This design comes from an exercise in tuning for a short achievable clock period and few clock cycles on the open sky130 flow, not from production work.
Function was checked by simulation only, so behaviour that the tests miss may differ from the original.
Power figures rest on the tool's default switching activity, not on a simulated workload.

### design/flow/run.sh
#!/bin/bash
# synth_recipe.tcl (not shown) runs the flow's synth.tcl, then flattens the netlist and writes it again
# the make line also repeats each setting of config.mk as NAME=value (left out here)
make -C /OpenROAD-flow-scripts/flow DESIGN_CONFIG=/design/flow/config.mk WORK_HOME=/design/flow/orfs CLKGATE_MAP_FILE= SYNTH_SCRIPT=/design/flow/synth_recipe.tcl finish
### design/flow/config.mk
export PLATFORM = sky130hd
export DESIGN_NAME = rv32is
export DESIGN_NICKNAME = rv32is
export VERILOG_FILES = /design/flow/design.v
export SDC_FILE = /design/flow/constraint.sdc
export NUM_CORES = 4
export LEC_CHECK = 0
export CAP_MARGIN = 20
export CORE_MARGIN = 2
export CORE_UTILIZATION = 40
export SLEW_MARGIN = 20
### design/flow/constraint.sdc
create_clock -name core_clock -period 9.0 [get_ports {clk}]
set_input_delay 1.8000 -clock core_clock [delete_from_list [all_inputs] [get_ports {clk}]]
set_output_delay 1.8000 -clock core_clock [all_outputs]
set_load 0.01 [all_outputs]
### design/flow/design.v
module FA(
    output f,cout,
    input x,y,cin
);
    assign f= x ^ y ^ cin;
    assign cout= (x & y) | (x & cin) | (y & cin);
endmodule
/*verilator lint_off UNOPTFLAT*/
module CLU4(
    output [4:1] c,
    input [4:1] p,g,
    input c0
);
    assign c[1]=g[1] | (p[1] & c0);
    genvar i;
    generate
        for (i=2;i<=4;i=i+1) begin
            assign c[i]=g[i] | (p[i] & c[i-1]);
        end
    endgenerate
endmodule
/*verilator lint_off PINMISSING*/
/*verilator lint_off UNOPTFLAT*/
module CLA4(
    output [3:0] f,
    output cout,
    input [3:0] x,y,
    input cin
);
    wire [4:1] p,g;
    wire [4:1] c;
    assign p=x|y;
    assign g=x&y;
    CLU4 gen(
        .c0(cin),
        .p(p),
        .g(g),
        .c(c)
    );
    genvar i;
    FA adder(
        .x(x[0]),
        .y(y[0]),
        .cin(cin),
        .f(f[0])
    );
    generate
        for (i=1;i<=3;i=i+1) begin
            FA adder(
                .x(x[i]),
                .y(y[i]),
                .cin(c[i]),
                .f(f[i])
            );
        end
    endgenerate
    assign cout = c[4];
endmodule
/*verilator lint_off PINMISSING*/
module CLA8(
    output [7:0] f,
    output cout,
    input [7:0] x,y,
    input cin
);
    wire cin2;
    wire [3:0] p,g;
    assign p=x[3:0] | y[3:0];
    assign g=x[3:0] & y[3:0];
    assign cin2=g[3] | (p[3]&g[2]) | (p[3]&p[2]&g[1]) | (p[3]&p[2]&p[1]&g[0]) | (p[3]&p[2]&p[1]&p[0]&cin);
    CLA4 adder_low(
        .x(x[3:0]),
        .y(y[3:0]),
        .cin(cin),
        .f(f[3:0])
    );
    CLA4 adder_high(
        .x(x[7:4]),
        .y(y[7:4]),
        .cin(cin2),
        .f(f[7:4]),
        .cout(cout)
    );
endmodule
module Adder32(
    output [31:0] result,
    output cout,
    input [31:0] x,y,
    input sub
);
    parameter t=32;
    wire [3:0] Gg,Pg;
    wire [7:0] p[3:0],g[3:0];
    wire [4:0] c;
    wire [3:0] cout_temp;
    genvar i;
    generate
        for (i=0;i<=3;i=i+1) begin
            assign p[i]=x[i*8+7:i*8] | y[i*8+7:i*8];
            assign g[i]=x[i*8+7:i*8] & y[i*8+7:i*8];
            assign Pg[i] = (p[i]==8'hff ? 1 : 0);
            assign Gg[i] = g[i][7] | (p[i][7] & g[i][6]) | (p[i][7] & p[i][6] & g[i][5]) | (p[i][7] & p[i][6] & p[i][5] & g[i][4]) 
            | (p[i][7] & p[i][6] & p[i][5] & p[i][4] & g[i][3]) | (p[i][7] & p[i][6] & p[i][5] & p[i][4] & p[i][3] & g[i][2]) | 
            (p[i][7] & p[i][6] & p[i][5] & p[i][4] & p[i][3] & p[i][2] & g[i][1]) | (p[i][7] & p[i][6] & p[i][5] & p[i][4] & p[i][3] & p[i][2] & p[i][1] & p[i][0] & g[i][0]);
        end
    endgenerate
    CLU4 gen(
        .p(Pg),
        .g(Gg),
        .c0(sub),
        .c(c[4:1])
    );
    assign c[0]=sub;
    wire [7:0] ff[3:0];
    generate
        for (i=0;i<=3;i=i+1) begin
            CLA8 adder8(
                .x(x[i*8+7:i*8]),
                .y(y[i*8+7:i*8]),
                .cin(c[i]),
                .cout(cout_temp[i]),
                .f(ff[i])
            );
        end
    endgenerate
    assign result = {ff[3], ff[2], ff[1], ff[0]};
    assign cout = cout_temp[3];
endmodule
module Adder32_p(
    output [31:0] f,
    output OF,SF,CF,ZF,
    output cout,
    input [31:0] x,y,
    input sub
);
    wire [31:0] tmp;
    assign tmp = (sub ? ~y : y);
    Adder32 adder32(
        .x(x),
        .y(tmp),
        .sub(sub),
        .cout(cout),
        .result(f)
    );
    assign OF = (!x[31] & !tmp[31] & f[31]) | (x[31] & tmp[31] & !f[31]);
    assign SF = f[31];
    assign ZF = (f == 32'h00000000 ? 1 : 0);
    assign CF = cout ^ sub;
endmodule
module barrelshift(
    input [31:0] din,
    input [4:0] shamt,
    input AL,
    input LR,
    output reg [31:0] dout
);
    wire sgn; assign sgn = (AL == 1) ? din[31] : 0;
    integer i;
    always @(*) begin
        if (LR == 0) begin  
            for (i = 0; i <= 31; i = i + 1) begin
                if (i >= shamt) dout[i] = din[i - {27'b0, shamt}]; else dout[i] = 0;
            end
        end
        else begin  
            for (i = 0; i <= 31; i= i + 1) begin
                if (i >= 32 - {27'b0, shamt}) dout[i] = sgn; else dout[i] = din[i + {27'b0, shamt}];
            end
        end
    end
endmodule
module mux8(
    input [31:0] a0, a1, a2, a3, a4, a5, a6, a7,
    input [2:0] s,
    output reg [31:0] result
);
    always @(*) begin
        case (s)
            3'b000: result = a0;
            3'b001: result = a1;
            3'b010: result = a2;
            3'b011: result = a3;
            3'b100: result = a4;
            3'b101: result = a5;
            3'b110: result = a6;
            3'b111: result = a7;
        endcase 
    end
endmodule
/*verilator lint_off CASEINCOMPLETE*/
module ALU_signal(
    input [3:0] aluctr,
    output SUBctr,
    output SFTctr,
    output ALctr,
    output reg [2:0] OPctr,
    output SIGctr
);
    assign SUBctr = (aluctr == 4'b0000) ? 0 : 1;
    assign SFTctr = (aluctr == 4'b0001) ? 0 : 1;
    assign ALctr  = (aluctr == 4'b1101) ? 1 : 0;
    assign SIGctr = (aluctr == 4'b0011) ? 0 : 1;
    always @(*) begin
        case(aluctr)
            4'b0000: OPctr = 3'b000;
            4'b0001: OPctr = 3'b100;
            4'b0010: OPctr = 3'b110;
            4'b0011: OPctr = 3'b110;
            4'b0100: OPctr = 3'b011;
            4'b0101: OPctr = 3'b100;
            4'b0110: OPctr = 3'b010;
            4'b0111: OPctr = 3'b001;
            4'b1000: OPctr = 3'b000;
            4'b1101: OPctr = 3'b100;
            4'b1111: OPctr = 3'b101;
            default: OPctr = 3'b000;
        endcase
    end
endmodule
module ALU_RV32(
    input [31:0] da, db,
    input [3:0] aluctr,
    output zero,
    output [31:0] result
);
    wire SUBctr, SFTctr, ALctr, SIGctr; wire [2:0] OPctr;
    ALU_signal sig_generator(
        .aluctr(aluctr),
        .SUBctr(SUBctr),
        .SFTctr(SFTctr),
        .ALctr(ALctr),
        .OPctr(OPctr),
        .SIGctr(SIGctr)
    );
    wire CF, OF, SF, comF, cout;
    wire [31:0] input0, input1, input2, input3, input4, input5, input6, input7;
    Adder32_p adder (
        .sub(SUBctr),
        .x(da),
        .y(db),
        .OF(OF), .SF(SF), .CF(CF), .ZF(zero),
        .f(input0),
        .cout(cout)
    );
    assign input1 = da & db;
    assign input2 = da | db;
    assign input3 = da ^ db;
    barrelshift shift(
        .din(da),
        .shamt(db[4:0]),
        .AL(ALctr),
        .LR(SFTctr),
        .dout(input4)
    );
    assign input5 = db;
    assign comF = (SIGctr == 1) ? (OF ^ SF) : CF;
    assign input6 = (comF == 1) ? 32'h00000001 : 32'h00000000;
    assign input7 = 0;
    mux8 selector (
        .a0(input0), .a1(input1), .a2(input2), .a3(input3),
        .a4(input4), .a5(input5), .a6(input6), .a7(input7),
        .s(OPctr),
        .result(result)
    );
endmodule
/*verilator lint_off CASEINCOMPLETE*/
module CtrSignal(
    input [4:0] op,
    input [2:0] func3,
    input func7,
    input ban,
    output reg [2:0] ExtOp,
    output reg [2:0] Branch,
    output reg [1:0] ALUBSrc,
    output reg [3:0] ALUctr,
    output reg [2:0] MemOp,
    output reg RegWr, MemtoReg, ALUASrc, MemWr
);
    always @(*) begin
        if (ban) begin
            ExtOp = 3'b000;
            Branch = 3'b000;
            ALUBSrc = 2'b00;
            ALUctr = 4'b0000;
            MemOp = 3'b000;
            RegWr = 0;
            MemtoReg = 0;
            ALUASrc = 0;
            MemWr = 0;
        end
        else begin
            ExtOp = 3'b110;
            Branch = 3'b000;
            ALUBSrc = 2'b00;
            ALUctr = 4'b0000;
            MemOp = 3'b000;
            RegWr = 0;
            MemtoReg = 0;
            ALUASrc = 0;
            MemWr = 0;
            case (op)
                5'b01101: begin 
                    ExtOp = 3'b001; RegWr = 1; MemtoReg = 0; MemWr = 0; ALUASrc = 0; ALUBSrc = 2'b01; 
                    Branch = 3'b000; MemOp = 3'b000; ALUctr = 4'b1111;
                end
                5'b00101: begin 
                    ExtOp = 3'b001; RegWr = 1; MemtoReg = 0; MemWr = 0; ALUASrc = 1; ALUBSrc = 2'b01;
                    Branch = 3'b000; MemOp = 3'b000; ALUctr = 4'b0000;
                end
                5'b00100: begin 
                    ExtOp = 3'b000; RegWr = 1; MemtoReg = 0; MemWr = 0; ALUASrc = 0; ALUBSrc = 2'b01;
                    Branch = 3'b000; MemOp = 3'b000;
                    if (func3 != 3'b101) ALUctr = {1'b0, func3}; else ALUctr = {func7, func3};
                end
                5'b01100: begin
                    ExtOp = 3'b101; RegWr = 1; MemtoReg = 0; MemWr = 0; ALUASrc = 0; ALUBSrc = 2'b00;
                    Branch = 3'b000; MemOp = 3'b000; ALUctr = {func7, func3};
                end
                5'b11011: begin 
                    ExtOp = 3'b100; RegWr = 1; MemtoReg = 0; MemWr = 0; ALUASrc = 1; ALUBSrc = 2'b10;
                    Branch = 3'b001; MemOp = 3'b000; ALUctr = 4'b0000;
                end
                5'b11001: begin
                    ExtOp = 3'b000; RegWr = 1; MemtoReg = 0; MemWr = 0; ALUASrc = 1; ALUBSrc = 2'b10;
                    Branch = 3'b010; MemOp = 3'b000; ALUctr = 4'b0000;
                end
                5'b11000: begin
                    ExtOp = 3'b011; RegWr = 0; MemtoReg = 0; MemWr = 0; ALUASrc = 0; ALUBSrc = 2'b00;
                    case (func3)
                        3'b000: Branch = 3'b100;
                        3'b001: Branch = 3'b101;
                        3'b100: Branch = 3'b110;
                        3'b101: Branch = 3'b111;
                        3'b110: Branch = 3'b110;
                        3'b111: Branch = 3'b111;
                    endcase
                    MemOp = 3'b000;
                    if (func3 == 3'b110 || func3 == 3'b111) ALUctr = 4'b0011; else ALUctr = 4'b0010;
                end
                5'b00000: begin
                    ExtOp = 3'b000; RegWr = 1; MemtoReg = 1; MemWr = 0; ALUASrc = 0; ALUBSrc = 2'b01;
                    Branch = 3'b000;
                    case (func3)
                        3'b000: MemOp = 3'b001;
                        3'b001: MemOp = 3'b010;
                        3'b010: MemOp = 3'b000;
                        3'b100: MemOp = 3'b101;
                        3'b101: MemOp = 3'b110;
                    endcase
                    ALUctr = 4'b0000;
                end
                5'b01000: begin
                    ExtOp = 3'b010; RegWr = 0; MemtoReg = 0; MemWr = 1; ALUASrc = 0; ALUBSrc = 2'b01;
                    Branch = 3'b000;
                    case (func3)
                        3'b000: MemOp = 3'b001;
                        3'b001: MemOp = 3'b010;
                        3'b010: MemOp = 3'b000;
                    endcase
                    ALUctr = 4'b0000;
                end
            endcase
        end
    end
endmodule
module InstrToImm(
	input [31:0] instr,
    input [2:0] ExtOp,
    output reg [31:0] imm,
    output reg reada,
    output reg readb,
    output reg protect
);
	always @(*) begin
		case(ExtOp)
			0: begin  
				imm = {{20{instr[31]}}, instr[31:20]};                               
				reada = 1; readb = 0; protect = 1;
			end
			1: begin  
				imm = {instr[31:12], 12'b0};
				reada = 0; readb = 0; protect = 1;
			end
			2: begin  
				imm = {{20{instr[31]}}, instr[31:25], instr[11:7]};                  
				reada = 1; readb = 1; protect = 0;
			end
			3: begin  
				imm = {{20{instr[31]}}, instr[7], instr[30:25], instr[11:8],1'b0};   
				reada = 1; readb = 1; protect = 0;
			end
			4: begin  
				imm = {{12{instr[31]}}, instr[19:12], instr[20], instr[30:21],1'b0}; 
				reada = 0; readb = 0; protect = 0;
			end
			5: begin  
				imm = 0;
				reada = 1; readb = 1; protect = 1;
			end
			default: begin
				imm = 0;
				reada = 0; readb = 0; protect = 0;
			end
		endcase
	end
endmodule
module Regfiles(
    input clk, flush,
    input reada, readb,
    input [4:0] ra,
    input [4:0] rb,
    input we,
    input [4:0] rw,
    input [31:0] busw,
    input protect,
    input [4:0] protectw,
    output reg [31:0] busa,
    output reg [31:0] busb,
    output reg conflict,
    output [31:0] x0 , x1 , x2 , x3 , x4 , x5 , x6 ,  x7,
    output [31:0] x8 , x9 , x10, x11, x12, x13, x14, x15,
    output [31:0] x16, x17, x18, x19, x20, x21, x22, x23,
    output [31:0] x24, x25, x26, x27, x28, x29, x30, x31
);
    reg [31:0] registers[31:0]; integer i;
    reg reg_status[31:0];
    always @(*) begin
        busa = (ra == 5'b00000) ? 32'h00000000 : registers[ra];
        busb = (rb == 5'b00000) ? 32'h00000000 : registers[rb];
    end
    wire write;
    assign write = (we == 1'b1 && rw != 5'b00000);
    always @(posedge clk) begin
        if (write) begin registers[rw] <= busw; reg_status[rw] <= 0; end
        if (flush) begin
            for (i = 0; i <= 31; i = i + 1)
                if (!(write && rw == i[4:0])) reg_status[i] <= 0;
            conflict <= 0;
        end
        else begin
            if (protect && ((!reada || reg_status[ra] == 0) && (!readb || reg_status[rb] == 0)) && reg_status[protectw] == 0 && (!write || (write && protectw != rw)) && protectw != 0) begin
                reg_status[protectw] <= 1;
            end
            conflict <= ((reada && reg_status[ra] == 1) || (readb && reg_status[rb] == 1) || (protect && protectw != 0 && reg_status[protectw] == 1)) ? 1 : 0;
        end
    end
    assign x0 = 32'h00000000; assign x1 = registers[1]; assign x2 = registers[2]; assign x3 = registers[3];
    assign x4 = registers[4]; assign x5 = registers[5]; assign x6 = registers[6]; assign x7 = registers[7];
    assign x8 = registers[8]; assign x9 = registers[9]; assign x10 = registers[10]; assign x11 = registers[11];
    assign x12 = registers[12]; assign x13 = registers[13]; assign x14 = registers[14]; assign x15 = registers[15];
    assign x16 = registers[16]; assign x17 = registers[17]; assign x18 = registers[18]; assign x19 = registers[19];
    assign x20 = registers[20]; assign x21 = registers[21]; assign x22 = registers[22]; assign x23 = registers[23];
    assign x24 = registers[24]; assign x25 = registers[25]; assign x26 = registers[26]; assign x27 = registers[27];
    assign x28 = registers[28]; assign x29 = registers[29]; assign x30 = registers[30]; assign x31 = registers[31];
endmodule
module IF(
    input clk, rst, flush, block,
    input [31:0] inputPC,
    output [31:0] imemaddr,
    input [31:0] imemdataout,
    output [31:0] currentPC,
    output [31:0] snPC,
    output [31:0] currentInstr,
    input in_valid,
    input out_ready,
    output out_valid,
    output in_ready
);
    reg [31:0] PC;
    reg reg_valid_r;
    wire cout, receive_flag, send_flag;
    always @(negedge clk) begin
        reg_valid_r <= 1;
        if (receive_flag) begin
            PC <= inputPC;
        end
    end
    Adder32 snpc_gen (
        .sub(0),
        .x(PC), .y(32'h00000004),
        .result(snPC),
        .cout(cout)
    );
    assign imemaddr = PC;
    assign currentPC = PC;
    assign currentInstr = imemdataout;
    assign send_flag = out_valid & out_ready;
    assign receive_flag = in_valid & in_ready;
    assign out_valid = reg_valid_r & (~block) & (~flush) & (~rst);
    assign in_ready = 1;
endmodule
module ID(
    input clk, flush, block,
    input [31:0] in_instr,
    input [31:0] in_PC,
    input in_RegWr,
    input [31:0] in_busw,
    input [4:0] in_rw,
    output [31:0] currentPC,
    output [31:0] imm,
    output [2:0] Branch,
    output [1:0] ALUBSrc,
    output [3:0] ALUctr,
    output [2:0] MemOp,
    output RegWr, MemtoReg, ALUASrc, MemWr,
    output [31:0] busa, busb,
    output [4:0] rw,
    output blk,
    output done,
    output [31:0] reg00,
    output [31:0] reg01,
    output [31:0] reg02,
    output [31:0] reg03,
    output [31:0] reg04,
    output [31:0] reg05,
    output [31:0] reg06,
    output [31:0] reg07,
    output [31:0] reg08,
    output [31:0] reg09,
    output [31:0] reg10,
    output [31:0] reg11,
    output [31:0] reg12,
    output [31:0] reg13,
    output [31:0] reg14,
    output [31:0] reg15,
    output [31:0] reg16,
    output [31:0] reg17,
    output [31:0] reg18,
    output [31:0] reg19,
    output [31:0] reg20,
    output [31:0] reg21,
    output [31:0] reg22,
    output [31:0] reg23,
    output [31:0] reg24,
    output [31:0] reg25,
    output [31:0] reg26,
    output [31:0] reg27,
    output [31:0] reg28,
    output [31:0] reg29,
    output [31:0] reg30,
    output [31:0] reg31,
    input in_valid,
    input out_ready,
    output out_valid,
    output in_ready
);
    reg reg_valid_r;
    reg [31:0] reg_instr, reg_PC;
    wire receive_flag, send_flag;
    always @(negedge clk) begin
        if (flush) reg_valid_r <= 0;
        else reg_valid_r <= (receive_flag || (reg_valid_r && !send_flag)) ? 1 : 0;
        if (receive_flag) begin
            reg_instr   <= in_instr;
            reg_PC      <= in_PC;
        end
    end
    wire [2:0] ExtOp;
    wire reada, readb, protect;
    CtrSignal CtrSignal(
        .op(reg_instr[6:2]),
        .func3(reg_instr[14:12]),
        .func7(reg_instr[30]),
		.ban(flush),
        .ExtOp(ExtOp),
        .Branch(Branch),
        .ALUBSrc(ALUBSrc),
        .ALUctr(ALUctr),
        .RegWr(RegWr),
        .MemtoReg(MemtoReg),
        .MemOp(MemOp),
        .ALUASrc(ALUASrc),
        .MemWr(MemWr)
    );
    InstrToImm InstrToImm(
        .instr(reg_instr),
        .ExtOp(ExtOp),
        .imm(imm),
        .reada(reada),
        .readb(readb),
        .protect(protect)
    );
    Regfiles Regfiles(
        .clk(clk), .flush(flush),
        .reada(reada), .readb(readb),
        .ra(reg_instr[19:15]),
        .rb(reg_instr[24:20]),
        .we(in_RegWr),
        .busw(in_busw),
        .rw(in_rw),
        .protect(protect & reg_valid_r),
        .protectw(reg_instr[11:7]),
        .busa(busa), .busb(busb),
        .conflict(blk),
        .x0(reg00),
        .x1(reg01),
        .x2(reg02),
        .x3(reg03),
        .x4(reg04),
        .x5(reg05),
        .x6(reg06),
        .x7(reg07),
        .x8(reg08),
        .x9(reg09),
        .x10(reg10),
        .x11(reg11),
        .x12(reg12),
        .x13(reg13),
        .x14(reg14),
        .x15(reg15),
        .x16(reg16),
        .x17(reg17),
        .x18(reg18),
        .x19(reg19),
        .x20(reg20),
        .x21(reg21),
        .x22(reg22),
        .x23(reg23),
        .x24(reg24),
        .x25(reg25),
        .x26(reg26),
        .x27(reg27),
        .x28(reg28),
        .x29(reg29),
        .x30(reg30),
        .x31(reg31)
    );
    assign currentPC = reg_PC;
    assign rw = reg_instr[11:7];
    assign done = (reg_instr == 32'hdead10cc) ? 1 : 0;
    assign send_flag = out_valid & out_ready;
    assign receive_flag = in_valid & in_ready;
    assign out_valid = reg_valid_r & (~block) & (~flush);
    assign in_ready = !reg_valid_r || (reg_valid_r && send_flag);
endmodule
module EX (
    input clk, flush,
    input [31:0] in_busa, in_busb,
    input [4:0] in_rw,
    input [31:0] in_PC,
    input [31:0] in_imm,
    input [2:0] in_Branch,
    input [1:0] in_ALUBSrc,
    input [3:0] in_ALUctr,
    input [2:0] in_MemOp,
    input in_RegWr, in_MemtoReg, in_ALUASrc, in_MemWr,
    input in_done,
    output zero,
    output [31:0] result,
    output [31:0] currentPC,
    output [31:0] imm,
    output [31:0] busa, busb,
    output [4:0] rw,
    output [2:0] Branch,
    output [2:0] MemOp,
    output RegWr, MemtoReg, MemWr,
    output done,
    input in_valid,
    input out_ready,
    output out_valid,
    output in_ready
);
    reg reg_valid_r;
    reg [31:0] reg_PC, reg_imm, reg_busa, reg_busb;
    reg [4:0] reg_rw;
    reg [2:0] reg_Branch;
    reg [1:0] reg_ALUBSrc;
    reg [3:0] reg_ALUctr;
    reg [2:0] reg_MemOp;
    reg reg_RegWr, reg_MemtoReg, reg_ALUASrc, reg_MemWr;
    reg reg_done;
    wire receive_flag, send_flag;
    always @(negedge clk) begin
        if (flush) reg_valid_r <= 0;
        else reg_valid_r <= (receive_flag || (reg_valid_r && !send_flag)) ? 1 : 0;
        if (receive_flag) begin
            reg_PC          <= in_PC;
            reg_imm         <= in_imm;
            reg_busa        <= in_busa;
            reg_busb        <= in_busb;
            reg_rw          <= in_rw;
            reg_Branch      <= in_Branch;
            reg_ALUBSrc     <= in_ALUBSrc;
            reg_ALUctr      <= in_ALUctr;
            reg_MemOp       <= in_MemOp;
            reg_RegWr       <= in_RegWr;
            reg_MemtoReg    <= in_MemtoReg;
            reg_ALUASrc     <= in_ALUASrc;
            reg_MemWr       <= in_MemWr;
            reg_done        <= in_done;
        end
    end
    wire [31:0] ALUa, ALUb;
    assign ALUa = (reg_ALUASrc == 1 ? reg_PC : reg_busa);
    assign ALUb = (reg_ALUBSrc == 2'b00) ? reg_busb : ((reg_ALUBSrc == 2'b01) ? reg_imm : 32'h00000004);
    ALU_RV32 ALU(
        .da(ALUa),
        .db(ALUb),
        .aluctr(reg_ALUctr),
        .result(result),
        .zero(zero)
    );
    assign currentPC = reg_PC;
    assign Branch = reg_Branch;
    assign MemOp = reg_MemOp;
    assign RegWr = reg_RegWr;
    assign MemtoReg = reg_MemtoReg;
    assign MemWr = reg_MemWr;
    assign imm = reg_imm;
    assign busa = reg_busa;
    assign busb = reg_busb;
    assign rw = reg_rw;
    assign done = reg_done;
    assign send_flag = out_valid & out_ready;
    assign receive_flag = in_valid & in_ready;
    assign out_valid = reg_valid_r & (~flush);
    assign in_ready = !reg_valid_r || (reg_valid_r && send_flag);
endmodule
/*verilator lint_off CASEINCOMPLETE*/
module JumpCtr(
    input [2:0] Branch,
    input result0,
    input zero,
    output reg NxtASrc,
    output reg NxtBSrc
);
    always@(*)
        case(Branch)
            3'b000: begin NxtASrc = 0; NxtBSrc = 0; end
            3'b001: begin NxtASrc = 0; NxtBSrc = 1; end
            3'b010: begin NxtASrc = 1; NxtBSrc = 1; end
            3'b100: begin NxtASrc = 0; NxtBSrc = zero; end
            3'b101: begin NxtASrc = 0; NxtBSrc = ~zero; end
            3'b110: begin NxtASrc = 0; NxtBSrc = result0; end
            3'b111: begin NxtASrc = 0; NxtBSrc = zero | (~result0); end
            default: begin NxtASrc = 0; NxtBSrc = 0; end
       endcase
endmodule
/*verilator lint_off PINMISSING*/
module NextAddr(
    input zero,
    input rst,
    input result0,
    input [2:0] Branch,
    input [31:0] imm,
    input [31:0] currentPC,
    input [31:0] busa,
    output [31:0] nextPC
);
    wire NxtASrc, NxtBSrc;
    JumpCtr jumper (
        .zero(zero),
        .result0(result0),
        .Branch(Branch),
        .NxtASrc(NxtASrc),
        .NxtBSrc(NxtBSrc)
    );
    wire [31:0] da, db;
    assign db = (NxtBSrc == 1) ? imm : 32'h00000004;
    assign da = (NxtASrc == 1) ? busa : currentPC;
    Adder32_p adder_jump (
        .x(da),
        .y(db),
        .sub(1'b0),
        .f(nextPC)
    );
endmodule
module M(
    input clk,
    input rst,
    output reg flush,
    input MemWr,
    input [2:0] MemOp,
    input [2:0] Branch,
    input done, 
    input zero,
    input [31:0] Di,
    input [31:0] ALUout,
    input [31:0] imm,
    input [31:0] currentPC,
    input [31:0] busa,
    input MemtoReg,
    input RegWr,
    input [4:0] Rd,
    output reg MemtoReg_o,
    output reg RegWr_o,
    output reg [4:0] Rd_o,
    output reg [31:0] ALUout_o,
	output reg [2:0] Branch_o,
	output reg zero_o,
    output reg done_o,
    output reg [31:0] PC_o,
	output [31:0] dmemaddr,
	input [31:0] dmemdataout,
	output [31:0] dmemdatain,
	output [2:0] dmemop,
	output dmemwe,
    output [31:0] Do,
    input in_valid,
    input out_ready,
    output in_ready,
    output out_valid,
    output [31:0] nextPC
);
    reg reg_valid_r;
    wire send_flag, receive_flag;
    assign send_flag = out_valid & out_ready;
    assign receive_flag = in_valid & in_ready;
    assign out_valid = reg_valid_r & (~rst);
    assign in_ready = !reg_valid_r || (reg_valid_r && send_flag);
    reg we;
    reg [2:0] MemOp_i;
    reg [31:0] Di_i;
    reg [2:0] Branch_i;
    reg [31:0] addr;
    reg zero_i;
    reg [31:0] imm_i;
    reg [31:0] currentPC_i;
    reg [31:0] busa_i;
    always@(negedge clk) begin
        if (rst) reg_valid_r <= 0;
        else reg_valid_r <= (receive_flag || (reg_valid_r && !send_flag)) ? 1 : 0;
        if (receive_flag) begin
            reg_valid_r <= 1'b1;
            MemtoReg_o <= MemtoReg;
            RegWr_o <= RegWr;
            Rd_o <= Rd;
            ALUout_o <= ALUout;
			Branch_o <= Branch;
            we <= MemWr;
            MemOp_i <= MemOp;
            Di_i <= Di;
            Branch_i <= Branch;
            addr <= ALUout;
            zero_i <= zero;
			zero_o <= zero;
            imm_i <= imm;
            currentPC_i <= currentPC;
            busa_i <= busa;
            done_o <= done;
            PC_o <= currentPC;
        end
        else Branch_o <= 0;
        if (rst) begin
            addr <= 32'h00000000;
            MemOp_i <= 3'b000;
        end
        flush <= (receive_flag && Branch != 3'b0) ? 1 : 0;
    end
	assign dmemaddr = addr;
	assign Do = dmemdataout;
	assign dmemdatain = Di_i;
	assign dmemop = MemOp_i;
	assign dmemwe = we & reg_valid_r;
    wire result0 = addr[0];
    NextAddr NextAddr (
		.zero(zero_i),
		.rst(flush),
		.result0(result0),
		.Branch(Branch_i),
		.imm(imm_i),
		.currentPC(currentPC_i),
		.busa(busa_i),
		.nextPC(nextPC)
	);
endmodule
module WB(
    input clk, rst, flush,
    input MemtoReg,
    input RegWr,
    input done,
    input [4:0] Rd,
    input [31:0] Do,
    input [31:0] ALUout,
    input [31:0] currentPC,
    output reg [31:0] Di,
    output reg WE,
    output reg [4:0] Rw,
    output reg wb,
    output reg done_o,
    output reg [31:0] PC_o,
    input in_valid,
    output in_ready
);
    reg reg_valid_r;
    wire receive_flag, send_flag;
    assign send_flag = 1;
    assign receive_flag = in_valid & in_ready;
    assign in_ready = 1'b1;
    always @(negedge clk) begin
        if (rst) reg_valid_r <= 1'b0;
        else reg_valid_r <= (receive_flag || (reg_valid_r && !send_flag)) ? 1 : 0;
        if (receive_flag) begin
            reg_valid_r <= 1'b1;
            Di <= (MemtoReg) ? Do : ALUout;
            WE <= RegWr & (~done);
            Rw <= Rd;
            wb <= 1'b1;
            done_o <= done;
            PC_o <= currentPC;
        end
        else begin
            WE <= 1'b0;
            wb <= 1'b0;
        end
    end
endmodule
module rv32is(
    input 	clk,
	input 	rst,
	output [31:0] imemaddr,		 
	input  [31:0] imemdataout,	 
	output [31:0] dmemaddr,		 
	input  [31:0] dmemdataout,	 
	output [31:0] dmemdatain,	 
	output [2:0] dmemop,		 
	output	dmemwe,				 
	output reg [31:0] dbg_pc,	 
	output done,				 
	output wb,					 
	output [31:0] reg00, reg01, reg02, reg03, reg04, reg05, reg06, reg07,
				  reg08, reg09, reg10, reg11, reg12, reg13, reg14, reg15,
				  reg16, reg17, reg18, reg19, reg20, reg21, reg22, reg23,
				  reg24, reg25, reg26, reg27, reg28, reg29, reg30, reg31
);
	wire flush, block;
	assign flush = rst | M_flush;
	wire [31:0] IF_PC, IF_snPC, IF_instr, inputPC;
	wire IF_valid, IF_ready;
	IF IF(
		.clk(clk), .rst(rst), .flush(flush), .block(block),
		.inputPC(inputPC),
		.imemaddr(imemaddr), .imemdataout(imemdataout),
		.currentPC(IF_PC), .snPC(IF_snPC), .currentInstr(IF_instr),
		.in_valid(1'b1),
		.in_ready(IF_ready),
		.out_valid(IF_valid),
		.out_ready(ID_ready)
	);
	wire PCselect = (M_Branch != 3'b0);
	assign inputPC = (rst ? 32'h80000000 : (block ? IF_PC : (PCselect ? M_nextPC : IF_snPC)));
	wire ID_valid, ID_ready;
	wire [31:0] ID_PC, ID_imm;
	wire [2:0] ID_Branch;
	wire [1:0] ID_ALUBSrc;
	wire [3:0] ID_ALUctr;
	wire [2:0] ID_MemOp;
	wire ID_RegWr, ID_MemtoReg, ID_ALUASrc, ID_MemWr;
	wire [31:0] ID_busa, ID_busb;
	wire [4:0] ID_rw;
	wire ID_done;
	ID ID(
		.clk(clk), .flush(flush | rst), .block(block),
		.in_instr(IF_instr), .in_PC(IF_PC),
		.in_RegWr(W_RegWr), .in_busw(W_busw), .in_rw(W_rw),
		.currentPC(ID_PC),
		.imm(ID_imm),
		.Branch(ID_Branch),
		.ALUBSrc(ID_ALUBSrc),
		.ALUctr(ID_ALUctr),
		.MemOp(ID_MemOp),
		.RegWr(ID_RegWr),
		.MemtoReg(ID_MemtoReg),
		.ALUASrc(ID_ALUASrc),
		.MemWr(ID_MemWr),
		.busa(ID_busa),
		.busb(ID_busb),
		.rw(ID_rw),
		.done(ID_done),
		.blk(block),
		.in_valid(IF_valid),
		.in_ready(ID_ready),
		.out_valid(ID_valid),
		.out_ready(EX_ready),
		.reg00(reg00), .reg01(reg01), .reg02(reg02), .reg03(reg03), .reg04(reg04), .reg05(reg05), .reg06(reg06), .reg07(reg07),
		.reg08(reg08), .reg09(reg09), .reg10(reg10), .reg11(reg11), .reg12(reg12), .reg13(reg13), .reg14(reg14), .reg15(reg15),
		.reg16(reg16), .reg17(reg17), .reg18(reg18), .reg19(reg19), .reg20(reg20), .reg21(reg21), .reg22(reg22), .reg23(reg23),
		.reg24(reg24), .reg25(reg25), .reg26(reg26), .reg27(reg27), .reg28(reg28), .reg29(reg29), .reg30(reg30), .reg31(reg31)
	);
	wire EX_valid, EX_ready;
	wire EX_zero, EX_done;
	wire [31:0] EX_PC, EX_result, EX_imm, EX_busa, EX_busb;
	wire [4:0] EX_rw;
	wire [2:0] EX_Branch, EX_MemOp;
	wire EX_RegWr, EX_MemtoReg, EX_MemWr;
	EX EX(
		.clk(clk), .flush(flush | rst),
		.in_busa(ID_busa),
		.in_busb(ID_busb),
		.in_rw(ID_rw),
		.in_PC(ID_PC),
		.in_imm(ID_imm),
		.in_Branch(ID_Branch),
		.in_ALUBSrc(ID_ALUBSrc),
		.in_ALUctr(ID_ALUctr),
		.in_MemOp(ID_MemOp),
		.in_RegWr(ID_RegWr),
		.in_MemtoReg(ID_MemtoReg),
		.in_ALUASrc(ID_ALUASrc),
		.in_MemWr(ID_MemWr),
		.in_done(ID_done),
		.zero(EX_zero),
		.busa(EX_busa),
		.busb(EX_busb),
		.result(EX_result),
		.currentPC(EX_PC),
		.Branch(EX_Branch),
		.MemOp(EX_MemOp),
		.RegWr(EX_RegWr),
		.MemtoReg(EX_MemtoReg),
		.MemWr(EX_MemWr),
		.imm(EX_imm),
		.rw(EX_rw),
		.done(EX_done),
		.in_valid(ID_valid),
		.in_ready(EX_ready),
		.out_valid(EX_valid),
		.out_ready(M_ready)
	);
	wire M_flush, M_valid, M_ready, M_done;
	wire M_MemToReg, M_RegWr, M_zero;
	wire [31:0] M_result;
	wire [4:0] M_rw;
	wire [31:0] M_Do, M_nextPC, M_PC;
	wire [2:0] M_Branch;
	M M(
		.clk(clk), .rst(rst), .flush(M_flush),
		.MemWr(EX_MemWr),
		.MemOp(EX_MemOp),
		.Branch(EX_Branch),
		.zero(EX_zero),
		.Di(EX_busb),
		.ALUout(EX_result),
		.imm(EX_imm),
		.currentPC(EX_PC),
		.busa(EX_busa),
		.MemtoReg(EX_MemtoReg),
		.RegWr(EX_RegWr),
		.Rd(EX_rw),
		.done(EX_done),
		.MemtoReg_o(M_MemToReg),
		.RegWr_o(M_RegWr),
		.Branch_o(M_Branch),
		.Rd_o(M_rw),
		.ALUout_o(M_result),
		.zero_o(M_zero),
		.Do(M_Do),
		.nextPC(M_nextPC),
		.done_o(M_done),
		.PC_o(M_PC),
		.dmemaddr(dmemaddr),
		.dmemdataout(dmemdataout),
		.dmemdatain(dmemdatain),
		.dmemop(dmemop),
		.dmemwe(dmemwe),
		.in_valid(EX_valid),
		.in_ready(M_ready),
		.out_valid(M_valid),
		.out_ready(W_ready)
	);
	wire W_ready, W_RegWr;
	wire [31:0] W_busw;
	wire [4:0] W_rw;
	WB WB(
		.clk(clk), .rst(rst), .flush(flush),
		.currentPC(M_PC),	
		.MemtoReg(M_MemToReg),
		.RegWr(M_RegWr),
		.done(M_done),
		.Rd(M_rw),
		.Do(M_Do),
		.ALUout(M_result),
		.Di(W_busw),
		.WE(W_RegWr),
		.Rw(W_rw),
		.wb(wb),
		.done_o(done),
		.PC_o(dbg_pc),
		.in_valid(M_valid),
		.in_ready(W_ready)
	);
endmodule
==> key figures, run 1 <==
Status
  • Status: timing/DRC/antenna clean

Finish
  • Most common cell after layout, fill and taps aside: edfxtp_1
  • Post-Layout Inst Area: 0.106 mm²
  • Area Overhead vs Synth: 29.2%
  • Layout cell share with drive strength beyond 1: 19.6%
  • # nets final: 7306
  • Register area: 0.0467 mm²
  • Footprint of the multi-input gates: 0.0330 mm²
  • Post-Layout Cell Count: 9824
  • Fillers: 17300
  • Most frequent cells in the layout: 1481 x edfxtp_1, 1191 x clkdlybuf4s50_1, 798 x inv_1
  • Most flops, register: ID.Regfiles.registers
  • Max reg flops: 1024

Global route
  • Vias in the first global route: 60800
  • GRT overflow: 0
  • Gr usage total: 38.8%
  • Initial antenna violation count: 45
  • Largest net degree at the start of global routing: 89
  • First-pass GRT wire length: 548000 µm

Logic synthesis
  • Compound-cell area share of the yosys netlist: 5.66%
  • Syn Inst Count: 5194
  • Mux share of post-synthesis cell area: 23.7%
  • Top-area cell type share of the netlist area: 54.3%
  • Synth async-reset ratio: 0%
  • Combinational family with the most area after synthesis: multiplexers
  • Ys Warns: 14
  • Adder-cell share of the synthesized area: 4.68%
  • Post-synth EDFFs: 1481
  • Mapped Area: 0.0819 mm²
  • Synth Area in Simple Gates: 4.70%
  • Mapped Avg Cell Area: 15.8 µm²
  • Post-Synth XOR/XNOR Area: 0.780%
  • Post-synth cell types: 91
  • Largest cells by area after synthesis: edfxtp_1 54%, mux4_2 20%, ha_1 3.5%, dfxtp_1 2.7%, mux2i_1 2.0%
  • Post-synthesis sequential area ratio: 57.0%
  • Register bit total from synthesis: 1593
  • Cell taking the most area after synthesis: edfxtp_1
  • Top FF cell, synth: edfxtp_1

Clocking
  • Clock Latency Late Sink: 860 ps
  • CTS H-tree depth: 4
  • CTS tree: yes
  • Clock sink count: 1593
  • Hold buffer count at cts: 0
  • Post-CTS sizing: 0
  • Reg clk slew, reported paths: 40 ps
  • TritonCTS buffer count: 179
  • Post-CTS Setup Repair Bufs: 0
  • Clock tree buffer depth: 3
  • CTS Root Cell: clkbuf_16

STA
  • RSZ-0062 raised after global routing: false
  • Count of final setup violators: 0
  • Clk_skew: 85.4 ps
  • TNS Setup: 0 ps
  • WHS: 401 ps
  • Slew Limit Headroom: 21.5%
  • Max Transition Viols Final: 0
  • Endpoints failing hold: 0
  • Worst-Margin Slew: 1150 ps

Drt
  • Remaining DRCs: 0
  • Wire length per cell: 42.0 µm
  • 1st-pass router iterations: 6
  • Routed WL: 413000 µm
  • Drt initial violations: 9282
  • Vias: 62900
  • Mean number of vias per cell: 6.41
  • Post-route antenna net violation count: 0

Power and ir drop
  • P_int: 0.0137 W
  • Worst IR Drop VDD: 0.199 mV
  • Sequential share of power: 43.2%
  • Sw Share: 29.7%
  • Power density over the cells: 183 mW/mm²
  • Clock Power Share: 43.5%
  • Total power: 0.0194 W
  • Lkg Pwr: 38.7 nW
  • P_sw: 0.00576 W
  • Logic pwr share: 13.3%

Die
  • Die W: 457 µm
  • I/O Pins: 1224
  • Die Footprint: 0.208 mm²
  • Chip Height: 457 µm
  • Number of cell rows: 166
  • Core area: 0.204 mm²
  • Initial Util: 40.1%

Worst setup path
  • CP top delay family: buffers and inverters
  • WP data required: 7200 ps
  • Crit. End Element: output port
  • CP Max Fanout: 2
  • Critical path arrival: 6510 ps
  • CP Launch Type: register
  • Cell Chain, Critical Path: clkdlybuf4s50_1
  • Crit Path Category: reg -> out
  • Crit-path max cell delay: 830 ps
  • Slowest cell on crit path: clkdlybuf4s50_1
  • CP Buf/Inv Count: 1

Flow run
  • Max cap viols: 0

Placed design
  • Port bufs: 1191
  • GP Congestion: 1.04
  • Dpl cells: 8931
  • Dpl cell area: 0.0979 mm²
  • DP Wirelength: 308000 µm

Hold path
  • Worst hold-check path type: reg -> reg
-- stage by stage --
step                      setup slack (ps)  utilization (%)
final                                  691             51.9
after global routing                   470             51.9
after CTS                              681             51.8
after detailed placement              9.38             48.0
after global placement                 132             47.9
after floorplan                      -2700                -
-- worst paths after layout --
path | start | end | slack (ps) | cells past startpoint
setup / recovery | M.addr[27] | dmemaddr[27] | 690 | 1
setup reg to reg | ID.reg_instr[21] | ID.Regfiles.reg_status[6] | 710 | 7
hold reg to reg | ID.reg_PC[20] | EX.reg_PC[20] | 400 | 0
hold / removal | ID.reg_PC[20] | EX.reg_PC[20] | 400 | 0
-- area by class of cell --
type / instances / area share (%)
Timing Repair Buffer: 1407 / 13.1
Multi-Input combinational cell: 2984 / 31.2
Antenna cell: 28 / 0.0662
Sequential cell: 1593 / 44.1
Inverter: 261 / 0.942
Tap cell: 2688 / 3.18
Clock buffer: 220 / 4.62
Clock inverter: 643 / 2.80
-- logic make-up (layout without fill, tap and decap cells) --
family / count (synthesis) / count (layout)
multiplexers: 984 / 984
buffers and inverters: 680 / 2531
AND/OR/NAND/NOR: 843 / 843
AO/OA/AOI/OAI: 742 / 742
flip-flops: 1593 / 1593
other: 1 / 92
XOR/XNOR: 73 / 73
adder cells (fa/ha/maj): 278 / 278
-- cell usage after synthesis (7+ instances only) --
cell and n:
dfxtp_1 112, xnor2_1 59, nand4b_1 7, and3_1 22
o31ai_1 11, o21a_1 12, ha_1 231, mux4_2 741
clkbuf_1 225, a21oi_1 196, a221oi_1 8, nand3_1 58
xor2_1 14, nor2b_1 10, or2_2 10, nand2b_1 21
mux2_2 65, buf_1 100, nand2_1 292, a31oi_1 31
o21bai_1 14, nor4_1 16, nor3_1 51, or3_1 12
nor2_1 260, mux4_1 10, fa_1 47, a211oi_1 34
and2_1 18, o22ai_1 55, o211ai_1 38, edfxtp_1 1481
mux2i_1 164, nand3b_1 13, a22oi_1 9, a21o_1 37
inv_1 253, nand4_1 26, buf_2 22, o21ai_0 194
buf_4 67
-- layer usage --
layer | wire length, µm | share of wire, % | GRT usage (%)
met1 | 151000 | 37 | 49.4
met2 | 180000 | 44 | 56.4
met3 | 51700 | 13 | 14.1
met4 | 30100 | 7.3 | 24.0
met5 | 253 | 0.061 | 0
-- power groups by stage --
stage	sequential (W)	clock, W	combinational [W]
floorplan	0.00841	0.000354	0.00153
global placement	0.00852	0.000354	0.00250
detailed placement	0.00852	0.000354	0.00251
CTS	0.00839	0.00847	0.00253
global route	0.00839	0.00897	0.00267
finish	0.00839	0.00844	0.00259
Testbench counts, summed over its fixed seeds: cycles 56,512.
==> run 2: changes to the inputs <==
--- a/design/flow/design.v
+++ b/design/flow/design.v
@@ -909,14 +909,14 @@
     input 	clk,
 	input 	rst,
-	output [31:0] imemaddr,		 
-	input  [31:0] imemdataout,	 
-	output [31:0] dmemaddr,		 
-	input  [31:0] dmemdataout,	 
-	output [31:0] dmemdatain,	 
-	output [2:0] dmemop,		 
-	output	dmemwe,				 
-	output reg [31:0] dbg_pc,	 
-	output done,				 
-	output wb,					 
+	output [31:0] imemaddr,
+	input  [31:0] imemdataout,
+	output [31:0] dmemaddr,
+	input  [31:0] dmemdataout,
+	output [31:0] dmemdatain,
+	output [2:0] dmemop,
+	output	dmemwe,
+	output reg [31:0] dbg_pc,
+	output reg done,
+	output reg wb,
 	output [31:0] reg00, reg01, reg02, reg03, reg04, reg05, reg06, reg07,
 				  reg08, reg09, reg10, reg11, reg12, reg13, reg14, reg15,
@@ -924,159 +924,177 @@
 				  reg24, reg25, reg26, reg27, reg28, reg29, reg30, reg31
 );
-	wire flush, block;
-	assign flush = rst | M_flush;
-	wire [31:0] IF_PC, IF_snPC, IF_instr, inputPC;
-	wire IF_valid, IF_ready;
-	IF IF(
-		.clk(clk), .rst(rst), .flush(flush), .block(block),
-		.inputPC(inputPC),
-		.imemaddr(imemaddr), .imemdataout(imemdataout),
-		.currentPC(IF_PC), .snPC(IF_snPC), .currentInstr(IF_instr),
-		.in_valid(1'b1),
-		.in_ready(IF_ready),
-		.out_valid(IF_valid),
-		.out_ready(ID_ready)
-	);
-	wire PCselect = (M_Branch != 3'b0);
-	assign inputPC = (rst ? 32'h80000000 : (block ? IF_PC : (PCselect ? M_nextPC : IF_snPC)));
-	wire ID_valid, ID_ready;
-	wire [31:0] ID_PC, ID_imm;
-	wire [2:0] ID_Branch;
-	wire [1:0] ID_ALUBSrc;
-	wire [3:0] ID_ALUctr;
-	wire [2:0] ID_MemOp;
-	wire ID_RegWr, ID_MemtoReg, ID_ALUASrc, ID_MemWr;
-	wire [31:0] ID_busa, ID_busb;
-	wire [4:0] ID_rw;
-	wire ID_done;
-	ID ID(
-		.clk(clk), .flush(flush | rst), .block(block),
-		.in_instr(IF_instr), .in_PC(IF_PC),
-		.in_RegWr(W_RegWr), .in_busw(W_busw), .in_rw(W_rw),
-		.currentPC(ID_PC),
-		.imm(ID_imm),
-		.Branch(ID_Branch),
-		.ALUBSrc(ID_ALUBSrc),
-		.ALUctr(ID_ALUctr),
-		.MemOp(ID_MemOp),
-		.RegWr(ID_RegWr),
-		.MemtoReg(ID_MemtoReg),
-		.ALUASrc(ID_ALUASrc),
-		.MemWr(ID_MemWr),
-		.busa(ID_busa),
-		.busb(ID_busb),
-		.rw(ID_rw),
-		.done(ID_done),
-		.blk(block),
-		.in_valid(IF_valid),
-		.in_ready(ID_ready),
-		.out_valid(ID_valid),
-		.out_ready(EX_ready),
-		.reg00(reg00), .reg01(reg01), .reg02(reg02), .reg03(reg03), .reg04(reg04), .reg05(reg05), .reg06(reg06), .reg07(reg07),
-		.reg08(reg08), .reg09(reg09), .reg10(reg10), .reg11(reg11), .reg12(reg12), .reg13(reg13), .reg14(reg14), .reg15(reg15),
-		.reg16(reg16), .reg17(reg17), .reg18(reg18), .reg19(reg19), .reg20(reg20), .reg21(reg21), .reg22(reg22), .reg23(reg23),
-		.reg24(reg24), .reg25(reg25), .reg26(reg26), .reg27(reg27), .reg28(reg28), .reg29(reg29), .reg30(reg30), .reg31(reg31)
-	);
-	wire EX_valid, EX_ready;
-	wire EX_zero, EX_done;
-	wire [31:0] EX_PC, EX_result, EX_imm, EX_busa, EX_busb;
-	wire [4:0] EX_rw;
-	wire [2:0] EX_Branch, EX_MemOp;
-	wire EX_RegWr, EX_MemtoReg, EX_MemWr;
-	EX EX(
-		.clk(clk), .flush(flush | rst),
-		.in_busa(ID_busa),
-		.in_busb(ID_busb),
-		.in_rw(ID_rw),
-		.in_PC(ID_PC),
-		.in_imm(ID_imm),
-		.in_Branch(ID_Branch),
-		.in_ALUBSrc(ID_ALUBSrc),
-		.in_ALUctr(ID_ALUctr),
-		.in_MemOp(ID_MemOp),
-		.in_RegWr(ID_RegWr),
-		.in_MemtoReg(ID_MemtoReg),
-		.in_ALUASrc(ID_ALUASrc),
-		.in_MemWr(ID_MemWr),
-		.in_done(ID_done),
-		.zero(EX_zero),
-		.busa(EX_busa),
-		.busb(EX_busb),
-		.result(EX_result),
-		.currentPC(EX_PC),
-		.Branch(EX_Branch),
-		.MemOp(EX_MemOp),
-		.RegWr(EX_RegWr),
-		.MemtoReg(EX_MemtoReg),
-		.MemWr(EX_MemWr),
-		.imm(EX_imm),
-		.rw(EX_rw),
-		.done(EX_done),
-		.in_valid(ID_valid),
-		.in_ready(EX_ready),
-		.out_valid(EX_valid),
-		.out_ready(M_ready)
-	);
-	wire M_flush, M_valid, M_ready, M_done;
-	wire M_MemToReg, M_RegWr, M_zero;
-	wire [31:0] M_result;
-	wire [4:0] M_rw;
-	wire [31:0] M_Do, M_nextPC, M_PC;
-	wire [2:0] M_Branch;
-	M M(
-		.clk(clk), .rst(rst), .flush(M_flush),
-		.MemWr(EX_MemWr),
-		.MemOp(EX_MemOp),
-		.Branch(EX_Branch),
-		.zero(EX_zero),
-		.Di(EX_busb),
-		.ALUout(EX_result),
-		.imm(EX_imm),
-		.currentPC(EX_PC),
-		.busa(EX_busa),
-		.MemtoReg(EX_MemtoReg),
-		.RegWr(EX_RegWr),
-		.Rd(EX_rw),
-		.done(EX_done),
-		.MemtoReg_o(M_MemToReg),
-		.RegWr_o(M_RegWr),
-		.Branch_o(M_Branch),
-		.Rd_o(M_rw),
-		.ALUout_o(M_result),
-		.zero_o(M_zero),
-		.Do(M_Do),
-		.nextPC(M_nextPC),
-		.done_o(M_done),
-		.PC_o(M_PC),
-		.dmemaddr(dmemaddr),
-		.dmemdataout(dmemdataout),
-		.dmemdatain(dmemdatain),
-		.dmemop(dmemop),
-		.dmemwe(dmemwe),
-		.in_valid(EX_valid),
-		.in_ready(M_ready),
-		.out_valid(M_valid),
-		.out_ready(W_ready)
-	);
-	wire W_ready, W_RegWr;
-	wire [31:0] W_busw;
-	wire [4:0] W_rw;
-	WB WB(
-		.clk(clk), .rst(rst), .flush(flush),
-		.currentPC(M_PC),	
-		.MemtoReg(M_MemToReg),
-		.RegWr(M_RegWr),
-		.done(M_done),
-		.Rd(M_rw),
-		.Do(M_Do),
-		.ALUout(M_result),
-		.Di(W_busw),
-		.WE(W_RegWr),
-		.Rw(W_rw),
-		.wb(wb),
-		.done_o(done),
-		.PC_o(dbg_pc),
-		.in_valid(M_valid),
-		.in_ready(W_ready)
-	);
+    reg [31:0] rf [1:31];
+    reg [31:0] bpc;         
+    reg [31:0] bpc4;        
+    reg        dhold;       
+    reg [31:0] hold_ins, hold_pc;
+    reg        e_valid;
+    reg [31:0] e_a, e_b, e_imm, e_target, e_pc, e_pcp4;
+    reg        e_fwda, e_fwdb;
+    reg [2:0]  e_f3;
+    reg        e_alt;       
+    reg        e_br, e_jal, e_jalr, e_ld, e_st, e_link, e_triv, e_halt;
+    reg        e_wen;
+    reg [4:0]  e_rd;
+    reg [2:0]  e_mop;
+    reg        m_valid, m_wen, m_ld, m_we, m_halt;
+    reg [4:0]  m_rd;
+    reg [31:0] m_result, m_addr, m_sdata, m_pc;
+    reg [2:0]  m_mop;
+    wire [31:0] d_ins = dhold ? hold_ins : imemdataout;
+    wire [31:0] d_pc  = dhold ? hold_pc  : bpc;
+    wire [6:0]  d_opc = d_ins[6:0];
+    wire [4:0]  d_rd  = d_ins[11:7];
+    wire [2:0]  d_f3  = d_ins[14:12];
+    wire [4:0]  d_rs1 = d_ins[19:15];
+    wire [4:0]  d_rs2 = d_ins[24:20];
+    wire op_lui   = d_opc == 7'b0110111;
+    wire op_auipc = d_opc == 7'b0010111;
+    wire op_jal   = d_opc == 7'b1101111;
+    wire op_jalr  = d_opc == 7'b1100111;
+    wire op_br    = d_opc == 7'b1100011;
+    wire op_ld    = d_opc == 7'b0000011;
+    wire op_st    = d_opc == 7'b0100011;
+    wire op_alui  = d_opc == 7'b0010011;
+    wire op_alur  = d_opc == 7'b0110011;
+    wire op_halt  = d_ins == 32'hdead10cc;
+    wire use1 = op_jalr | op_br | op_ld | op_st | op_alui | op_alur;
+    wire use2 = op_br | op_st | op_alur;
+    wire d_wen = (op_lui | op_auipc | op_jal | op_jalr | op_ld | op_alui | op_alur) & (d_rd != 5'd0);
+    wire [31:0] immI = {{20{d_ins[31]}}, d_ins[31:20]};
+    wire [31:0] immS = {{20{d_ins[31]}}, d_ins[31:25], d_ins[11:7]};
+    wire [31:0] immB = {{20{d_ins[31]}}, d_ins[7], d_ins[30:25], d_ins[11:8], 1'b0};
+    wire [31:0] immJ = {{12{d_ins[31]}}, d_ins[19:12], d_ins[20], d_ins[30:21], 1'b0};
+    wire [31:0] immU = {d_ins[31:12], 12'b0};
+    wire [31:0] m_wdata = m_ld ? dmemdataout : m_result;
+    wire        m_wr    = m_valid & m_wen;
+    wire [31:0] rf1 = (d_rs1 == 5'd0) ? 32'd0 : rf[d_rs1];
+    wire [31:0] rf2 = (d_rs2 == 5'd0) ? 32'd0 : rf[d_rs2];
+    wire [31:0] rv1 = (m_wr && m_rd == d_rs1) ? m_wdata : rf1;
+    wire [31:0] rv2 = (m_wr && m_rd == d_rs2) ? m_wdata : rf2;
+    wire e_prod  = e_valid & e_wen;
+    wire hit1    = e_prod & (e_rd == d_rs1);
+    wire hit2    = e_prod & (e_rd == d_rs2);
+    wire ld_use  = e_ld & ((use1 & hit1) | (use2 & hit2));
+    wire st_ld   = e_valid & e_st & op_ld;       
+    wire hazard  = ld_use | st_ld;
+    wire [31:0] A = e_fwda ? m_result : e_a;
+    wire [31:0] B = e_fwdb ? m_result : e_b;
+    wire [31:0] agu = A + e_imm;
+    wire        eq  = A == B;
+    wire        ltu = A < B;
+    wire        lt  = (A[31] ^ B[31]) ? A[31] : ltu;
+    wire signed [31:0] As = A;
+    wire [31:0] sra = As >>> B[4:0];
+    reg taken;
+    always @(*) begin
+        case (e_f3)
+            3'b000: taken = eq;
+            3'b001: taken = ~eq;
+            3'b100: taken = lt;
+            3'b101: taken = ~lt;
+            3'b110: taken = ltu;
+            default: taken = ~ltu;
+        endcase
+    end
+    reg [31:0] alu;
+    always @(*) begin
+        case (e_f3)
+            3'b000: alu = e_alt ? (A - B) : (A + B);
+            3'b001: alu = A << B[4:0];
+            3'b010: alu = {31'd0, lt};
+            3'b011: alu = {31'd0, ltu};
+            3'b100: alu = A ^ B;
+            3'b101: alu = e_alt ? sra : (A >> B[4:0]);
+            3'b110: alu = A | B;
+            default: alu = A & B;
+        endcase
+    end
+    wire redirect = e_valid & (e_jalr | ((e_jal | (e_br & taken)) & ~e_triv));
+    wire [31:0] target = e_jalr ? {agu[31:1], 1'b0} : e_target;
+    wire stall = hazard & ~redirect;
+    wire [31:0] npc = redirect ? target : (dhold ? bpc : bpc4);
+    assign imemaddr = rst ? 32'h80000000 : npc;
+    assign dmemaddr   = m_we ? m_addr : agu;
+    assign dmemop     = m_we ? m_mop  : e_mop;
+    assign dmemdatain = m_sdata;
+    assign dmemwe     = m_we;
+    always @(posedge clk) begin
+        if (rst) begin
+            bpc   <= 32'h80000000;
+            bpc4  <= 32'h80000004;
+            dhold <= 1'b0;
+        end else begin
+            bpc   <= npc;
+            bpc4  <= npc + 32'd4;
+            dhold <= stall;
+        end
+        if (stall) begin
+            hold_ins <= d_ins;
+            hold_pc  <= d_pc;
+        end
+    end
+    always @(posedge clk) begin
+        if (rst) e_valid <= 1'b0;
+        else     e_valid <= ~stall & ~redirect;
+        e_pc    <= d_pc;
+        e_pcp4  <= d_pc + 32'd4;
+        e_a     <= op_lui ? 32'd0 : (op_auipc ? d_pc : rv1);
+        e_b     <= (op_br | op_st | op_alur) ? rv2 :
+                   ((op_lui | op_auipc) ? immU : immI);
+        e_imm   <= op_st ? immS : immI;
+        e_target <= d_pc + (op_jal ? immJ : immB);
+        e_triv  <= op_jal ? (immJ == 32'd4) : (immB == 32'd4);
+        e_fwda  <= use1 & hit1;
+        e_fwdb  <= use2 & hit2;
+        e_f3    <= (op_alui | op_alur) ? d_f3 : (op_br ? d_f3 : 3'b000);
+        e_alt   <= (op_alur & d_ins[30] & (d_f3 == 3'b000 || d_f3 == 3'b101)) |
+                   (op_alui & d_ins[30] & (d_f3 == 3'b101));
+        e_br    <= op_br;
+        e_jal   <= op_jal;
+        e_jalr  <= op_jalr;
+        e_ld    <= op_ld;
+        e_st    <= op_st;
+        e_link  <= op_jal | op_jalr;
+        e_halt  <= op_halt;
+        e_wen   <= d_wen;
+        e_rd    <= d_rd;
+        e_mop   <= {op_ld & d_f3[2], (d_f3[1:0] == 2'b01), (d_f3[1:0] == 2'b00)};
+    end
+    always @(posedge clk) begin
+        if (rst) begin
+            m_valid <= 1'b0;
+            m_we    <= 1'b0;
+        end else begin
+            m_valid <= e_valid;
+            m_we    <= e_valid & e_st;
+        end
+        m_wen    <= e_wen;
+        m_ld     <= e_ld;
+        m_rd     <= e_rd;
+        m_halt   <= e_halt;
+        m_pc     <= e_pc;
+        m_result <= e_link ? e_pcp4 : alu;
+        m_addr   <= agu;
+        m_sdata  <= B;
+        m_mop    <= e_mop;
+    end
+    always @(posedge clk) begin
+        if (m_wr) rf[m_rd] <= m_wdata;
+    end
+    always @(posedge clk) begin
+        if (rst) wb <= 1'b0;
+        else     wb <= m_valid;
+        dbg_pc <= m_pc;
+        done   <= m_halt;
+    end
+    assign reg00 = 32'd0;
+    assign reg01 = rf[1];  assign reg02 = rf[2];  assign reg03 = rf[3];
+    assign reg04 = rf[4];  assign reg05 = rf[5];  assign reg06 = rf[6];  assign reg07 = rf[7];
+    assign reg08 = rf[8];  assign reg09 = rf[9];  assign reg10 = rf[10]; assign reg11 = rf[11];
+    assign reg12 = rf[12]; assign reg13 = rf[13]; assign reg14 = rf[14]; assign reg15 = rf[15];
+    assign reg16 = rf[16]; assign reg17 = rf[17]; assign reg18 = rf[18]; assign reg19 = rf[19];
+    assign reg20 = rf[20]; assign reg21 = rf[21]; assign reg22 = rf[22]; assign reg23 = rf[23];
+    assign reg24 = rf[24]; assign reg25 = rf[25]; assign reg26 = rf[26]; assign reg27 = rf[27];
+    assign reg28 = rf[28]; assign reg29 = rf[29]; assign reg30 = rf[30]; assign reg31 = rf[31];
 endmodule
==> key figures, run 2 <==
Die
  • Die W: 450 µm (-1.5%)
  • I/O Pins: 1224 (unchanged)
  • Initial Util: 40.3% (+0.15 points)
  • Die Footprint: 0.202 mm² (-2.9%)
  • Number of cell rows: 163 (-1.8%)
  • Core area: 0.197 mm² (-3.3%)
  • Chip Height: 450 µm (-1.5%)

Logic synthesis
  • Synth async-reset ratio: 0% (unchanged)
  • Largest cells by area after synthesis: edfxtp_1 41%, nand2_1 11%, dfxtp_1 11%, nand3_1 6.8%, a311oi_1 3.5%
  • Most frequent cell after synthesis: nand2_1
  • Mapped Avg Cell Area: 9.14 µm² (-42%)
  • Post-synthesis sequential area ratio: 52.0% (-5.0 points)
  • Post-synth top cells: 2363 x nand2_1, 1088 x edfxtp_1, 1080 x nand3_1
  • Cell taking the most area after synthesis: edfxtp_1
  • Ys Warns: 1 (-13)
  • Syn Inst Count: 8705 (+68%)
  • Mapped Area: 0.0795 mm² (-2.9%)
  • Top-area cell type share of the netlist area: 41.1% (-13 points)
  • Register bit total from synthesis: 1521 (-4.5%)
  • Post-synth EDFFs: 1088 (-27%)
  • Post-synth cell types: 95 (+4.4%)
  • Top FF cell, synth: edfxtp_1

Worst setup path
  • FF-to-FF setup slack: 1830 ps (+1120 ps)
  • WP data required: 7200 ps (about the same)
  • Most frequent CP cell: buf_4
  • CP top delay family: simple AND/OR/NAND/NOR gates
  • Worst r2r src: e_fwda
  • CP Buf/Inv Count: 4 (+3)
  • Crit path from: e_fwda
  • CP Max Fanout: 23 (+21)
  • Crit. End Element: output port
  • Cell Chain, Critical Path: buf_4 -> mux2i_1 -> ha_1 -> nor4_1 -> and2_1 -> and3_1 -> nand3_1 -> a31oi_2 -> nor3_1 -> o32ai_4 -> buf_4 -> nand2_1 -> buf_4 -> mux2i_1 -> and2_1 -> clkdlybuf4s50_1
  • Slowest cell on crit path: nor3_1
  • CP Launch Type: register
  • Worst-case reg-to-reg path depth: 21 (+14)
  • WP depth: 16 (+15)
  • Setup crit end: imemaddr[4]
  • Critical path arrival: 6700 ps (+190 ps)
  • Reg-to-reg endpoint: bpc4[30]
  • Crit Path Category: reg -> out
  • Crit-path max cell delay: 820 ps (about the same)

STA
  • Clk_skew: 51.9 ps (-33.6 ps)
  • Max Freq: 118 MHz
  • Final clock period utilization by the worst path: 94.4%
  • Count of final setup violators: 0 (unchanged)
  • Slew Limit Headroom: 10.7% (-11 points)
  • Min Tclk post-route: 8500 ps
  • Max Transition Viols Final: 0 (unchanged)
  • RSZ-0062 raised after global routing: false
  • TNS Setup: 0 ps (unchanged)
  • Endpoints failing hold: 0 (unchanged)
  • Worst-Margin Slew: 1340 ps (+194 ps)
  • Final WS setup: 505 ps (-186 ps)

Finish
  • Footprint of the multi-input gates: 0.0358 mm² (+8.5%)
  • Core Util, Final: 51.2% (-0.63 points)
  • Max reg flops: 1024 (unchanged)
  • Most common cell after layout, fill and taps aside: nand2_1
  • Most frequent cells in the layout: 2363 x nand2_1, 1190 x clkdlybuf4s50_1, 1088 x edfxtp_1
  • Fillers: 18200 (+5.3%)
  • Register area: 0.0414 mm² (-11%)
  • Most flops, register: rf
  • Layout cell share with drive strength beyond 1: 7.75% (-12 points)
  • Area Overhead vs Synth: 27.2%
  • # nets final: 9867 (+35%)

Clocking
  • Post-CTS Setup Repair Bufs: 0 (unchanged)
  • Clock sink count: 1521 (-4.5%)
  • CTS Root Cell: clkbuf_16
  • Clock Latency Late Sink: 880 ps (+20 ps)
  • TritonCTS buffer count: 175 (-2.2%)
  • Reg clk slew, reported paths: 60 ps (+20 ps)
  • CTS H-tree depth: 4 (unchanged)
  • Clock tree buffer depth: 3 (unchanged)
  • CTS tree: yes

Power and ir drop
  • Power density over the cells: 199 mW/mm² (+8.6%)
  • Worst IR Drop VDD: 0.228 mV (+15%)
  • Lkg Pwr: 37.5 nW (-3.1%)

Hold path
  • Worst hold-check path type: reg -> reg

Drt
  • 1st-pass router iterations: 7 (+1)
  • Post-route antenna net violation count: 0 (unchanged)
  • Vias: 81700 (+30%)
  • Wire length per cell: 41.3 µm (-1.9%)
  • Remaining DRCs: 0 (unchanged)
  • Routed WL: 513000 µm (+24%)
  • Drt initial violations: 12900 (+39%)
  • Mean number of vias per cell: 6.57 (+2.5%)

Global route
  • Vias in the first global route: 75100 (+24%)
  • GRT overflow: 0 (unchanged)
  • Gr usage total: 49.1% (+10 points)
  • First-pass GRT wire length: 681000 µm (+24%)
  • Largest net degree at the start of global routing: 146 (+64%)
  • Initial antenna violation count: 53 (+18%)

Placed design
  • Post-Place Setup Slack: 1300 ps (+1290 ps)
  • GP Congestion: 1.06 (+1.9%)
  • DP Wirelength: 377000 µm (+22%)
  • Port bufs: 1191 (unchanged)

Status
  • Status: timing/DRC/antenna clean

Flow run
  • Max cap viols: 0 (unchanged)
==> run 2: changes by cell type in the layout (fill, tap and decap cells not counted), moves of 54 or more <==
cell,previous run,this run
mux4_2,741,0
and3_1,22,149
ha_1,230,160
nor2_1,228,319
a21oi_1,196,400
nand3_1,58,1079
inv_1,798,188
a311oi_2,0,55
nand2_1,291,2363
a311oi_1,5,252
a31oi_1,31,85
dfxtp_1,109,425
xnor2_1,56,114
edfxtp_1,1481,1088
==> run 2: worst min path at each step <==
| stage | start | to | slack (ps) | depth (start not counted) |
|---|---|---|---|---|
| final | m_pc[5] | dbg_pc[5] | 320 | 0 |
| after global routing | e_pc[25] | m_pc[25] | 330 | 0 |
| after CTS | m_pc[5] | dbg_pc[5] | 320 | 0 |
| after detailed placement | m_pc[5] | dbg_pc[5] | 310 | 0 |
| after global placement | e_pc[20] | m_pc[20] | 310 | 0 |
| after floorplan | m_pc[0] | dbg_pc[0] | 310 | 0 |
==> run 2: timing repair <==
action,CTS,global route
gates resized for setup,0,1
setup endpoints to repair,0,1
hold buffers,0,0
==> run 2: area by class of cell <==
| type | instances | area share, % |
|---|---|---|
| clock buffers | 222 | 4.73 |
| diodes | 26 | 0.0643 |
| repair buffers | 1416 | 13.8 |
| inverters | 211 | 0.816 |
| clock inverters | 94 | 1.02 |
| multi-input cells | 6312 | 35.4 |
| flip-flops and latches | 1521 | 40.9 |
| well taps | 2640 | 3.27 |
==> run 2: cell families after synthesis <==
kind of cell	synth area share, %
compound gates	12.9
xor+xnor	1.63
fa+ha+maj	2.62
buf+inv	4.51
flops	52.0
mux	3.56
other cells	0.00472
simple gates	22.8
==> run 2: stage by stage <==
stage	instance area, µm²	std cells	power (W)	hold WS (ps)
detailed placement	95000	12100	0.0126	312
floorplan	79600	8736	0.0104	310
global route	101000	12400	0.0205	329
global placement	94900	12100	0.0126	311
CTS	101000	12400	0.0199	320
finish	101000	12400	0.0202	322
==> run 2: metal layers <==
| layer | part of all wire, % | GRT usage [%] | up-vias |
|---|---|---|---|
| li1 | - | - | 33100 |
| met3 | 12 | 15.5 | 1863 |
| met4 | 13 | 49.5 | 20 |
| met5 | 0.027 | 0.0710 | - |
| met2 | 43 | 72.9 | 6854 |
| met1 | 33 | 54.5 | 39900 |
==> run 2: report_power, final <==
group / switching, W / leakage [nW] / total [W] / internal (W)
clock network: 0.00318 / 2.82 / 0.00746 / 0.00428
registers: 0.000132 / 13.4 / 0.00833 / 0.00820
logic: 0.00331 / 21.3 / 0.00437 / 0.00106
total: 0.00662 / 37.5 / 0.0202 / 0.0135
==> run 2: worst register-to-register path, stage by stage, from the launching register on <==
cell and delay [ps]:
dfxtp_4 660, buf_4 390, mux2i_1 590, ha_1 470, nor4_1 370, and2_1 260, and3_1 270, nand3_1 250
a31oi_2 300, nor3_1 220, o32ai_4 310, buf_4 270, nand2_1 110, buf_4 230, o21ai_0 270, ha_1 310
inv_1 170, nor3_1 350, a41oi_4 280, nor4_4 510, nand2_1 150, mux2_4 310
Testbench counts of run 2, summed over its fixed seeds: cycles 27,972.

-- port drivers added, routing unchanged --
The flow's constraints put no driver on any port. The routed layout listed below was extracted and timed again, unchanged, in two steps. Step 1 sets driving cells, clkbuf_16 on the clock port and buf_2 on the other inputs (assumed; they add their load-dependent delay and slew). Step 2, shift: input delay + t, output delay - t, t = (earliest + latest rising clock arrival at the registers) / 2. This alone moves slack from input paths to output paths. Three values: no drivers, after step 1, after step 2; two values: the first two.
run: run 2
shift t [ns]: 0.946
setup slack, ns: 0.505 / 0.410 / 1.299
worst data-port slew with drivers (ns): 0.28
cell pins on the clock port's net: 1
After both steps setup and hold are still met in run 2. For run 2, drivers alone change the setup slack by -0.095 ns; drivers and shift together by +0.794 ns.
